From an optimization exercise on the open Yosys and OpenROAD flow, aimed at small area and a short achievable clock period; shortcuts taken in it are not production practice.
No activity file was given, so power comes from the tool's default toggle rates.

==> trial 28: inputs <==
// swt16_top
module swt16_top (
    input             clock,
    input             reset,
    output     [11:0] out_pmem_addr,
    input      [15:0] in_pmem_word,
    output     [11:0] out_dmem_rd_addr,
    input      [15:0] in_dmem_rd_word,
    output     [11:0] out_dmem_wr_addr,
    output     [15:0] out_dmem_wr_word,
    output            out_dmem_write_en,
    output            out_nop_in_WB
);
clock: 10.5 ns
lec_check: 0
abc_clock_period_in_ps: 5000
cap_margin: 20
core_margin: 2
core_utilization: 60
setup_slack_margin: 5
slew_margin: 20
run.sh (not shown) runs the stock make flow with config.mk's settings and CLKGATE_MAP_FILE= SYNTH_SCRIPT=/design/flow/synth_recipe.tcl, a recipe that flattens the netlist after the stock synthesis.
==> build 6 (differences from trial 28) <==
--- a/flow/design.v
+++ b/flow/design.v
@@ -219,10 +219,11 @@
     reg [11:0] f_pc;         
     reg        f_bub;        
     reg [15:0] f_iw;         
     reg        f_stl;        
     reg [15:0] d_iw;         
+    reg [15:0] d_imm;        
     reg [11:0] d_pc;         
     reg        d_cyc;        
     reg        d_flush;
     reg        d_bub;
     reg [3:0]  d_rs2;        
@@ -388,11 +389,10 @@
     wire b_s1   = j_jalr | j_lh | j_lb | j_lbu;
     wire b_immA = u_lil;
     wire b_pc   = o_br1 | j_apc;
     wire c_s1   = o_stw | o_stb;
     wire [3:0]  immA = d_iw[15:12];
-    wire [15:0] d_imm = f_bub ? 16'd0 : f_iw;
     wire [11:0] link = c1 ? f_pc : d_pc + 12'd2;
     wire [15:0] a_nx = ({16{a_s1}}   & s1)
                      | ({16{a_imm}}  & d_imm)
                      | ({16{a_immA}} & {{12{immA[3]}}, immA})
                      | ({16{a_pc}}   & {4'd0, d_pc});
@@ -417,10 +417,11 @@
             f_pc    <= 12'hFFE;
             f_bub   <= 1'b0;
             f_iw    <= 16'd0;
             f_stl   <= 1'b0;
             d_iw    <= 16'd0;
+            d_imm   <= 16'd0;
             d_pc    <= 12'd0;
             d_cyc   <= 1'b0;
             d_flush <= 1'b0;
             d_bub   <= 1'b0;
             d_rs2   <= 4'd0;
@@ -445,10 +446,11 @@
             p_e2    <= (rs2_n == f_rd);
             p_z1    <= (rs1_n == 4'd0);
             p_z2    <= (rs2_n == 4'd0);
             p_m1    <= (rs1_n == e_rdx);
             p_m2    <= (rs2_n == e_rdx);
+            d_imm   <= f_out;
             d_pc    <= (cyc_next | (stall & ~f_stl)) ? d_pc : f_pc;
             d_cyc   <= cyc_next;
             d_flush <= flush_dx;
             d_bub   <= f_bub;
         end
@@ -489,11 +491,11 @@
             e_wr   <= ~kill & o_wr;
             e_vex  <= ~kill & o_vex;
             e_vmem <= ~kill & o_vmem;
             e_rd   <= f_rd;
             e_flush <= flush_dx;
-            e_nop  <= (d_iw == 16'd0) & ~stall & ~d_flush & ~d_bub & ~d_cyc;
+            e_nop  <= (d_imm == 16'd0) & ~stall & ~d_flush & ~d_bub & ~d_cyc;
             e_c0   <= ~e_flush & c0;
         end
     end
     always @(posedge clock or posedge reset) begin
         if (reset) begin
CORE_UTILIZATION = 40   (was 60)
==> qor summary <==
item                                                                     trial 28                  build 6
Run status                                                complete, no violations  complete, no violations
Critical path arrival                                                     3.46 ns                  3.40 ns
Clock tree cell share of total cell area                                   5.173%                   4.502%
Met2 Resource Use GR                                                       67.10%                   47.43%
Layout clock buffer count                                                      60                       57
Cell area after layout                                                 31,270 um2               31,930 um2
Met3 demand-to-capacity share in global routing                            9.866%                   5.823%
Y dimension of the die                                                   214.9 um                 266.0 um
Met3 Routed Length                                                      13,780 um                12,780 um
Total routed wire length on the met1 layer                              36,090 um                44,090 um
DP Cell Count                                                               3,247                    3,621
Unique cell type count in the Yosys netlist                                    88                       98
DIE AREA                                                               46,170 um2               70,740 um2
Overall power after layout                                               10.20 mW                 9.454 mW
Synthesized-area fraction occupied by xor and xnor cells                   3.283%                   2.808%
Minimum clock period after layout                                        5.563 ns                 5.496 ns
Number of post-CTS setup repair buffers                                        27                       28
Wire length of the first global-routing pass                           150,200 um               161,100 um
Switching share of total power                                             46.89%                   46.97%
Worst setup path startpoint                                                e_b[5]                    e_neg
Slack of the worst reg-to-reg path                                        5.07 ns                  5.14 ns
No run of this note included a check of the RTL's function; only the layout flow was run.

-- afterwards: timing with drivers on the ports --
No port has a modelled driver above. Below, the same layouts with a new extraction and two added sets of constraints.
Step 1 (the two cells are an assumption about what drives the block):
set clk [get_ports {clock}]
set_driving_cell -lib_cell sky130_fd_sc_hd__clkbuf_16 $clk
set_driving_cell -lib_cell sky130_fd_sc_hd__buf_2 [delete_from_list [all_inputs] $clk]
Step 2 moves the port delays by t, midway between the first and last clock arrival at a register: inputs arrive t later, outputs are due t later. That takes back most of the time a late clock gives input paths.
Three values: ideal, step 1, step 2; two values: the first two.
run	shift t [ns]	setup WS [ns]	worst hold slack (ns)	worst setup path at the end
trial 28	0.655	4.937 / 4.872 / 5.066	0.343 / 0.343 / 0.343	register to register
build 6	0.619	5.004 / 4.949 / 5.139	0.348 / 0.348 / 0.348	register to register
After both steps every run listed still meets setup and hold.
